Source: an optimization exercise on an open RTL-to-GDS flow (aim: small area, a short achievable clock period and few clock cycles per item). Production flows keep margins and buffers that such runs may drop. Where RTL was checked, it was by simulation tests only, not by an equivalence proof against the original.

==> exp/harbor: inputs <==
## sw
module sw(
    clk,
    reset,
    valid,
    data_s,
    data_t,
    finish,
    max
);
input  clk;
input  reset;
input  valid;
input  [1:0] data_t, data_s;
output finish;
output [11:0] max;
parameter PE_LENGTH = 32;
wire       act_last, done_last;
wire [8:0] r_last, vin_last, e_last, d_last, f_last;
PE_array #(.N(PE_LENGTH)) pe_array(
    .clk(clk),
    .rst(reset),
    .valid(valid),
    .data_s(data_s),
    .data_t(data_t),
    .act_last(act_last),
    .done_last(done_last),
    .r_last(r_last),
    .vin_last(vin_last),
    .e_last(e_last),
    .d_last(d_last),
    .f_last(f_last)
);
reg  [8:0] best, best_out;
reg        fin_n, fin;    
wire [8:0] x [0:5];
assign x[0] = best;
assign x[1] = r_last;
assign x[2] = vin_last;
assign x[3] = d_last;
assign x[4] = e_last;
assign x[5] = f_last;
wire [5:0] c [0:5];    
wire [5:0] win;
reg  [8:0] m6, m6u;
genvar gi, gj;
generate
  for (gi = 0; gi < 6; gi = gi + 1) begin : cmp_i
    for (gj = 0; gj < 6; gj = gj + 1) begin : cmp_j
      if (gi < gj) begin : lt
        ge #(9, 0) u (.a(x[gi]), .b(x[gj]), .out(c[gi][gj]));
      end else begin : nlt
        assign c[gi][gj] = 1'b0;
      end
    end
  end
endgenerate
integer i, j;
reg w;
reg [5:0] win_r;
always @(*) begin
  for (i = 0; i < 6; i = i + 1) begin
    w = 1'b1;
    for (j = 0; j < 6; j = j + 1) begin
      if (j > i) w = w & c[i][j];
      if (j < i) w = w & ~c[j][i];
    end
    win_r[i] = w;
  end
  m6 = 9'd0;
  m6u = 9'd0;
  for (i = 0; i < 6; i = i + 1) begin
    m6  = m6  | ({9{win_r[i]}} & x[i]);
    m6u = m6u | ({9{win_r[i]}} & (x[i] - 9'd7));    
  end
end
always @(posedge clk or posedge reset) begin
    if (reset) begin
  ...
Settings: LEC_CHECK=0, CAP_MARGIN=20, CORE_MARGIN=2, CORE_UTILIZATION=75, CTS_CLUSTER_DIAMETER=100, CTS_CLUSTER_SIZE=24, SLEW_MARGIN=20; clock period 11.0 ns.
standard.sh (not shown) runs the stock make flow with config.mk's settings and CLKGATE_MAP_FILE= SYNTH_SCRIPT=/design/flow/synth_recipe.tcl, a recipe that flattens the netlist after the stock synthesis.
==> flow/flow/run.sh <==
#!/bin/bash
# The standard layout, with two changes to how it is optimised (the SDC, and
# so the clock period and I/O constraints, stay as given):
#  - port buffers of a fixed, stronger cell (buffer_ports otherwise picks a
#    slow delay buffer for every port);
#  - timing repair aims for a setup slack margin of 7.6 ns instead of 0, so
#    the resizer works on the paths that set the achieved period.
set -euo pipefail
export BUFFER_PORTS_ARGS="-buffer_cell sky130_fd_sc_hd__buf_4"
export SETUP_SLACK_MARGIN=7.6
bash standard.sh > standard.log 2>&1
==> exp/zinc: changes against exp/harbor <==
==> flow/design.v (replaced) <==
module ge #(parameter W = 8, parameter K = 0) (a, b, out);
  input  [W-1:0] a, b;
  output         out;
  function automatic cout16(input [15:0] g, input [15:0] p, input cin);
    reg [15:0] gg, pp;
    integer l, i;
    begin
      gg = g; pp = p;
      for (l = 1; l < 16; l = l * 2)
        for (i = 0; i < 16; i = i + 2 * l) begin
          gg[i+2*l-1] = gg[i+2*l-1] | (pp[i+2*l-1] & gg[i+l-1]);
          pp[i+2*l-1] = pp[i+2*l-1] & pp[i+l-1];
        end
      cout16 = gg[15] | (pp[15] & cin);
    end
  endfunction
  generate
    if (K == 0) begin : k0
      wire [15:0] g = {{(16-W){1'b0}}, a & ~b};
      wire [15:0] p = {{(16-W){1'b1}}, a | ~b};
      assign out = cout16(g, p, 1'b1);
    end else begin : k4
      wire [W:0] x = {1'b0, a};
      wire [W:0] y = {1'b1, ~b};
      wire [W:0] k = 5;
      wire [W:0]   s  = x ^ y ^ k;
      wire [W+1:0] cc = {(x & y) | (k & (x | y)), 1'b0};
      wire [15:0] g = {{(15-W){1'b0}}, s & cc[W:0]};
      wire [15:0] p = {{(15-W){1'b1}}, s | cc[W:0]};
      assign out = cc[W+1] | cout16(g, p, 1'b0);
    end
  endgenerate
endmodule
module PE #(parameter J = 1) (
  input        clk,
  input        load,       
  input  [1:0] t_in,       
  input  [1:0] s_port,     
  input  [8:0] v_in,       
  input  [8:0] e_in,       
  input  [8:0] r_in,       
  output [8:0] v_out,
  output [8:0] e_out,
  output [8:0] r_out,
  output [8:0] d_reg,      
  output [8:0] f_reg       
);
  localparam W  = (J <= 1) ? 4 : (J <= 3) ? 5 : (J <= 7) ? 6 : (J <= 15) ? 7 : (J <= 31) ? 8 : 9;
  localparam WI = (J <= 2) ? 4 : (J <= 4) ? 5 : (J <= 8) ? 6 : (J <= 16) ? 7 : (J <= 32) ? 8 : 9;
  function automatic [8:0] subsat(input [8:0] x, input integer k);
    reg [8:0] y;
    reg       lt;
    integer   n;
    begin
      lt = (x < k);
      y  = x;
      subsat = lt ? 9'd0 : (x - k[8:0]);
    end
  endfunction
  reg  [1:0]    s;
  reg  [W-1:0]  d, f, eo, vo;
  reg  [WI-1:0] ro;
  wire [W-1:0]  vi = (J == 1) ? {W{1'b0}} : v_in[W-1:0];
  wire [W-1:0]  e  = (J == 1) ? {W{1'b0}} : e_in[W-1:0];
  wire [WI-1:0] ri = (J == 1) ? {WI{1'b0}} : r_in[WI-1:0];
  wire [WI-1:0] vr = (J == 1) ? {WI{1'b0}} : v_in[WI-1:0];
  wire c_de, c_df, c_ef, c_e4d, c_e4f, c_f4d, c_f4e, c_r;
  ge #(W, 0) g_de (.a(d), .b(e), .out(c_de));
  ge #(W, 0) g_df (.a(d), .b(f), .out(c_df));
  ge #(W, 0) g_ef (.a(e), .b(f), .out(c_ef));
  ge #(W, 4) g_e4d(.a(e), .b(d), .out(c_e4d));
  ge #(W, 4) g_e4f(.a(e), .b(f), .out(c_e4f));
  ge #(W, 4) g_f4d(.a(f), .b(d), .out(c_f4d));
  ge #(W, 4) g_f4e(.a(f), .b(e), .out(c_f4e));
  ge #(WI, 0) g_r (.a(ri), .b(vr), .out(c_r));
  wire sel_d = c_de & c_df;
  wire sel_e = ~c_de & c_ef;
  wire sel_f = ~c_df & ~c_ef;
  wire [W-1:0] v = ({W{sel_d}} & d) | ({W{sel_e}} & e) | ({W{sel_f}} & f);
  wire [W-1:0] e3 = subsat(e, 3);
  wire [W-1:0] f3 = subsat(f, 3);
  wire [W-1:0] d7 = subsat(d, 7);
  wire [W-1:0] e7 = subsat(e, 7);
  wire [W-1:0] f7 = subsat(f, 7);
  wire keep_e = c_e4d & c_e4f;
  wire keep_f = c_f4d & c_f4e;
  wire [W-1:0] en = keep_e ? e3 : (c_df ? d7 : f7);
  wire [W-1:0] fn = keep_f ? f3 : (c_de ? d7 : e7);
  wire          m  = (t_in == s);
  wire [W-1:0]  dn = m ? vi + 4'd8 : subsat(vi, 5);
  wire [WI-1:0] rn = c_r ? ri : vr;
  always @(posedge clk) begin
    if (load) begin
      s <= s_port;
      d <= (t_in == s_port) ? 4'd8 : 4'd0;
      f <= {W{1'b0}};
    end else begin
      d <= dn;
      f <= fn;
    end
    eo <= en;
    vo <= v;
    ro <= rn;
  end
  assign v_out  = vo;
  assign e_out  = eo;
  assign r_out  = ro;
  assign d_reg  = d;
  assign f_reg  = f;
endmodule
module PE_array #(parameter N = 32) (
  input        clk,
  input        rst,
  input        valid,       
  input  [1:0] data_s,
  input  [1:0] data_t,
  output       act_last,    
  output       done_last,   
  output [8:0] r_last,      
  output [8:0] vin_last,    
  output [8:0] e_last,      
  output [8:0] d_last,      
  output [8:0] f_last       
);
  reg  [N:1] vr;
  wire [N:0] vr_w = {vr, valid};
  reg  [1:0] tp [1:N-1];
  wire [1:0] tw [0:N-1];
  wire [8:0] vw [0:N];
  wire [8:0] ew [0:N];
  wire [8:0] rw [0:N];
  wire [8:0] dr [1:N];
  wire [8:0] fr [1:N];
  assign tw[0] = data_t;
  assign vw[0] = 9'd0;
  assign ew[0] = 9'd0;
  assign rw[0] = 9'd0;
  always @(posedge clk or posedge rst) begin
    if (rst) vr <= {N{1'b0}};
    else     vr <= vr_w[N-1:0];
  end
  genvar j;
  generate
    for (j = 1; j <= N-1; j = j + 1) begin : tpipe
      always @(posedge clk) tp[j] <= tw[j-1];
      assign tw[j] = tp[j];
    end
    for (j = 1; j <= N; j = j + 1) begin : pe
      PE #(.J(j)) u (
        .clk(clk),
        .load(vr_w[j-1] & ~vr_w[j]),
        .t_in(tw[j-1]),
        .s_port(data_s),
        .v_in(vw[j-1]), .e_in(ew[j-1]), .r_in(rw[j-1]),
        .v_out(vw[j]), .e_out(ew[j]), .r_out(rw[j]),
        .d_reg(dr[j]), .f_reg(fr[j])
      );
    end
  endgenerate
  assign act_last  = vr[N];
  assign done_last = vr[N] & ~vr[N-1];
  assign r_last    = rw[N-1];
  assign vin_last  = vw[N-1];
  assign e_last    = ew[N-1];
  assign d_last    = dr[N];
  assign f_last    = fr[N];
endmodule
module sw(
    clk,
    reset,
    valid,
    data_s,
    data_t,
    finish,
    max
);
input  clk;
input  reset;
input  valid;
input  [1:0] data_t, data_s;
output finish;
output [11:0] max;
parameter PE_LENGTH = 32;
wire       act_last, done_last;
wire [8:0] r_last, vin_last, e_last, d_last, f_last;
PE_array #(.N(PE_LENGTH)) pe_array(
    .clk(clk),
    .rst(reset),
    .valid(valid),
    .data_s(data_s),
    .data_t(data_t),
    .act_last(act_last),
    .done_last(done_last),
    .r_last(r_last),
    .vin_last(vin_last),
    .e_last(e_last),
    .d_last(d_last),
    .f_last(f_last)
);
reg  [8:0] best, best_out;
reg        fin;
wire [8:0] x [0:5];
assign x[0] = best;
assign x[1] = r_last;
assign x[2] = vin_last;
assign x[3] = d_last;
assign x[4] = e_last;
assign x[5] = f_last;
wire [5:0] c [0:5];    
wire [5:0] win;
reg  [8:0] m6;
genvar gi, gj;
generate
  for (gi = 0; gi < 6; gi = gi + 1) begin : cmp_i
    for (gj = 0; gj < 6; gj = gj + 1) begin : cmp_j
      if (gi < gj) begin : lt
        ge #(9, 0) u (.a(x[gi]), .b(x[gj]), .out(c[gi][gj]));
      end else begin : nlt
        assign c[gi][gj] = 1'b0;
      end
    end
  end
endgenerate
integer i, j;
reg w;
reg [5:0] win_r;
always @(*) begin
  for (i = 0; i < 6; i = i + 1) begin
    w = 1'b1;
    for (j = 0; j < 6; j = j + 1) begin
      if (j > i) w = w & c[i][j];
      if (j < i) w = w & ~c[j][i];
    end
    win_r[i] = w;
  end
  m6 = 9'd0;
  for (i = 0; i < 6; i = i + 1)
    m6 = m6 | ({9{win_r[i]}} & x[i]);
end
always @(posedge clk or posedge reset) begin
    if (reset) begin
        best     <= 9'd0;
        best_out <= 9'd0;
        fin      <= 1'b0;
    end else begin
        if (act_last) begin
            best     <= m6;
            best_out <= m6;
        end
        if (done_last) fin <= 1'b1;
    end
end
assign finish = fin;
assign max    = {3'd0, best_out};
endmodule
==> flow/run.sh (new file) <==
#!/bin/bash
# synth_recipe.tcl (not shown) runs the flow's synth.tcl, then flattens the netlist and writes it again
# the make line also repeats each setting of config.mk as NAME=value (left out here)
make -C /OpenROAD-flow-scripts/flow DESIGN_CONFIG=/design/flow/config.mk WORK_HOME=/design/flow/orfs CLKGATE_MAP_FILE= SYNTH_SCRIPT=/design/flow/synth_recipe.tcl finish
==> flow/config.mk (replaced) <==
export PLATFORM = sky130hd
export DESIGN_NAME = sw
export DESIGN_NICKNAME = sw
export VERILOG_FILES = /design/flow/design.v
export SDC_FILE = /design/flow/constraint.sdc
export NUM_CORES = 4
export LEC_CHECK = 0
export CAP_MARGIN = 20
export CORE_MARGIN = 2
export CORE_UTILIZATION = 40
export SLEW_MARGIN = 20
removed: flow/flow/run.sh
removed: flow/standard.sh
==> exp/lagoon: changes against exp/harbor <==
--- a/flow/design.v
+++ b/flow/design.v
@@ -33,59 +33,17 @@
       wire inc = &((ah ^ bh) ~^ t);
       wire lge = (a[1] & ~b[1]) | ((a[1] | ~b[1]) & (a[0] | ~b[0]));
       assign out = hge | (inc & lge);
     end
   endgenerate
 endmodule
-module pairc #(parameter W = 8) (a, b, ab, a4b, b4a);
-  input  [W-1:0] a, b;
-  output         ab, a4b, b4a;
-  localparam H = W - 2;
-  wire [H-1:0] ah = a[W-1:2], bh = b[W-1:2];
-  wire [1:0]   al = a[1:0],   bl = b[1:0];
-  reg  gt, eq;
-  reg  [15:0] g, e;
-  integer l, i;
-  always @(*) begin
-    g = 16'd0; e = 16'hffff;
-    for (i = 0; i < H; i = i + 1) begin
-      g[i] = ah[i] & ~bh[i];
-      e[i] = ~(ah[i] ^ bh[i]);
-    end
-    for (l = 1; l < 16; l = l * 2)
-      for (i = 0; i < 16; i = i + 2 * l) begin
-        g[i+2*l-1] = g[i+2*l-1] | (e[i+2*l-1] & g[i+l-1]);
-        e[i+2*l-1] = e[i+2*l-1] & e[i+l-1];
-      end
-    gt = g[15];
-    eq = e[15];
-  end
-  reg [H-1:0] ta, tb;
-  integer n;
-  always @(*) begin
-    ta[0] = 1'b1; tb[0] = 1'b1;
-    for (n = 1; n < H; n = n + 1) begin
-      ta[n] = ta[n-1] & ah[n-1];
-      tb[n] = tb[n-1] & bh[n-1];
-    end
-  end
-  wire [H-1:0] x = ah ^ bh;
-  wire inc_ab = &(x ~^ ta);
-  wire inc_ba = &(x ~^ tb);
-  wire lge = (al[1] & ~bl[1]) | ((al[1] | ~bl[1]) & (al[0] | ~bl[0]));   
-  wire lle = (bl[1] & ~al[1]) | ((bl[1] | ~al[1]) & (bl[0] | ~al[0]));   
-  assign ab  = gt | (eq & lge);
-  assign a4b = gt | eq | (inc_ab & lge);
-  assign b4a = ~gt | (inc_ba & lle);
-endmodule
 module PE #(parameter J = 1) (
   input        clk,
   input        load,       
   input  [1:0] t_in,       
   input  [1:0] s_port,     
-  input        m_load,     
   input  [8:0] v_in,       
   input  [8:0] e_in,       
   input  [8:0] r_in,       
   output [8:0] v_out,
   output [8:0] e_out,
   output [8:0] r_out,
@@ -99,16 +57,19 @@
   reg  [WI-1:0] ro;
   wire [W-1:0]  vi = (J == 1) ? 7 : v_in[W-1:0];
   wire [W-1:0]  e  = (J == 1) ? 0 : e_in[W-1:0];
   wire [WI-1:0] ri = (J == 1) ? 7 : r_in[WI-1:0];
   wire [WI-1:0] vr = (J == 1) ? 7 : v_in[WI-1:0];
   wire c_de, c_df, c_ef, c_e4d, c_e4f, c_f4d, c_f4e, c_r;
-  wire u_de, u_df;    
-  pairc #(W) p_de (.a(d), .b(e), .ab(c_de), .a4b(u_de), .b4a(c_e4d));
-  pairc #(W) p_df (.a(d), .b(f), .ab(c_df), .a4b(u_df), .b4a(c_f4d));
-  pairc #(W) p_ef (.a(e), .b(f), .ab(c_ef), .a4b(c_e4f), .b4a(c_f4e));
+  ge #(W, 0) g_de (.a(d), .b(e), .out(c_de));
+  ge #(W, 0) g_df (.a(d), .b(f), .out(c_df));
+  ge #(W, 0) g_ef (.a(e), .b(f), .out(c_ef));
+  ge #(W, 4) g_e4d(.a(e), .b(d), .out(c_e4d));
+  ge #(W, 4) g_e4f(.a(e), .b(f), .out(c_e4f));
+  ge #(W, 4) g_f4d(.a(f), .b(d), .out(c_f4d));
+  ge #(W, 4) g_f4e(.a(f), .b(e), .out(c_f4e));
   ge #(WI, 0) g_r (.a(ri), .b(vr), .out(c_r));
   wire sel_d = c_de & c_df;
   wire sel_e = ~c_de & c_ef;
   wire sel_f = ~c_df & ~c_ef;
   wire [W-1:0] v = ({W{sel_d}} & d) | ({W{sel_e}} & e) | ({W{sel_f}} & f);
   wire [W-1:0] e3 = e - 2'd3;
@@ -123,13 +84,13 @@
   wire          m  = (t_in == s);
   wire [W-1:0]  dn = m ? vi + 4'd8 : ((vi > 4'd12) ? vi - 3'd5 : 4'd7);
   wire [WI-1:0] rn = c_r ? ri : vr;
   always @(posedge clk) begin
     if (load) begin
       s <= s_port;
-      d <= m_load ? 4'd15 : 4'd7;
+      d <= (t_in == s_port) ? 4'd15 : 4'd7;
       f <= {W{1'b0}};
     end else begin
       d <= dn;
       f <= fn;
     end
     eo <= en;
@@ -170,29 +131,24 @@
   assign ew[0] = 9'd0;
   assign rw[0] = 9'd7;
   always @(posedge clk or posedge rst) begin
     if (rst) vr <= {N{1'b0}};
     else     vr <= vr_w[N-1:0];
   end
-  reg  [1:0] t1;
-  always @(posedge clk) if (valid & ~vr[1]) t1 <= data_t;
-  wire m_first = (data_t == data_s);    
-  wire m_rest  = (t1 == data_s);
   genvar j;
   generate
     for (j = 1; j <= N-1; j = j + 1) begin : tpipe
       always @(posedge clk) tp[j] <= tw[j-1];
       assign tw[j] = tp[j];
     end
     for (j = 1; j <= N; j = j + 1) begin : pe
       PE #(.J(j)) u (
         .clk(clk),
         .load(vr_w[j-1] & ~vr_w[j]),
         .t_in(tw[j-1]),
         .s_port(data_s),
-        .m_load((j == 1) ? m_first : m_rest),
         .v_in(vw[j-1]), .e_in(ew[j-1]), .r_in(rw[j-1]),
         .v_out(vw[j]), .e_out(ew[j]), .r_out(rw[j]),
         .d_reg(dr[j]), .f_reg(fr[j])
       );
     end
   endgenerate
@@ -288,11 +244,11 @@
         if (act_last) best <= m6;
         fin_n <= ~done_last & fin_n;
         fin   <= done_last | ~fin_n;
     end
 end
 always @(posedge clk) begin
-    best_out <= act_last ? m6u : best - 9'd7;
+    if (act_last) best_out <= m6u;
 end
 assign finish = fin;
 assign max    = {3'd0, best_out};
 endmodule
==> flow/config.mk (replaced) <==
export PLATFORM = sky130hd
export DESIGN_NAME = sw
export DESIGN_NICKNAME = sw
export VERILOG_FILES = /design/flow/design.v
export SDC_FILE = /design/flow/constraint.sdc
export NUM_CORES = 4
export LEC_CHECK = 0
export CAP_MARGIN = 20
export CORE_MARGIN = 2
export CORE_UTILIZATION = 40
export CTS_CLUSTER_DIAMETER = 100
export CTS_CLUSTER_SIZE = 24
export SLEW_MARGIN = 20
==> impl_metrics.ini <==
[cts]
cts_resized = 22

[sta]
finClkSkew_ps = 41.5

[outcome]
status = timing/DRC/antenna clean
Source of the figures above: exp/lagoon

==> impl_metrics.ini <==
[sta]
finClkSkew_ps = 41.6

[outcome]
status = timing/DRC/antenna clean

[cts]
cts_resized = 0

[finish]
multi_input_area_sq_mm = 0.0728
Source of the figures above: exp/zinc

==> impl_metrics.ini <==
[sta]
finClkSkew_ps = 27.3

[cts]
cts_resized = 16

[outcome]
status = timing/DRC/antenna clean

[pwr]
Source of the figures above: exp/harbor

Testbench counts of exp/harbor, summed over its fixed seeds: cycles 24,576, jobs 384.
Testbench counts of exp/zinc, summed over its fixed seeds: cycles 24,576, jobs 384.
Only the layout flow was run in exp/lagoon; the RTL was not checked for function there.

re-timing with driven ports:
In the flow no input, the clock included, has a driving cell. The finished layouts below were timed again as built, in two steps.
Step 1: set_driving_cell puts a clkbuf_16 on clk and a buf_2 on each other input, an assumption about the parent block.
Step 2 moves the port delays by t, midway between the first and last clock arrival at a register: inputs arrive t later, outputs are due t later. That takes back most of the time a late clock gives input paths.
a / b / c = ideal / step 1 / step 2; a / b = the first two.
| run | t, ns | setup WS [ns] | clock arrival spread, ns | worst register clock-pin slew, ns |
|---|---|---|---|---|
| exp/harbor | 0.760 | 7.610 / 7.531 / 7.160 | 0.037 / 0.036 | 0.11 / 0.11 |
| exp/zinc | 0.894 | 6.663 / 6.575 / 7.023 | 0.050 / 0.050 | 0.07 / 0.07 |
| exp/lagoon | 0.829 | 7.262 / 7.165 / 6.970 | 0.056 / 0.056 | 0.10 / 0.10 |
After both steps every run listed still meets setup and hold. For exp/harbor, which loses most, drivers alone change the setup slack by -0.079 ns; drivers and shift together by -0.450 ns.
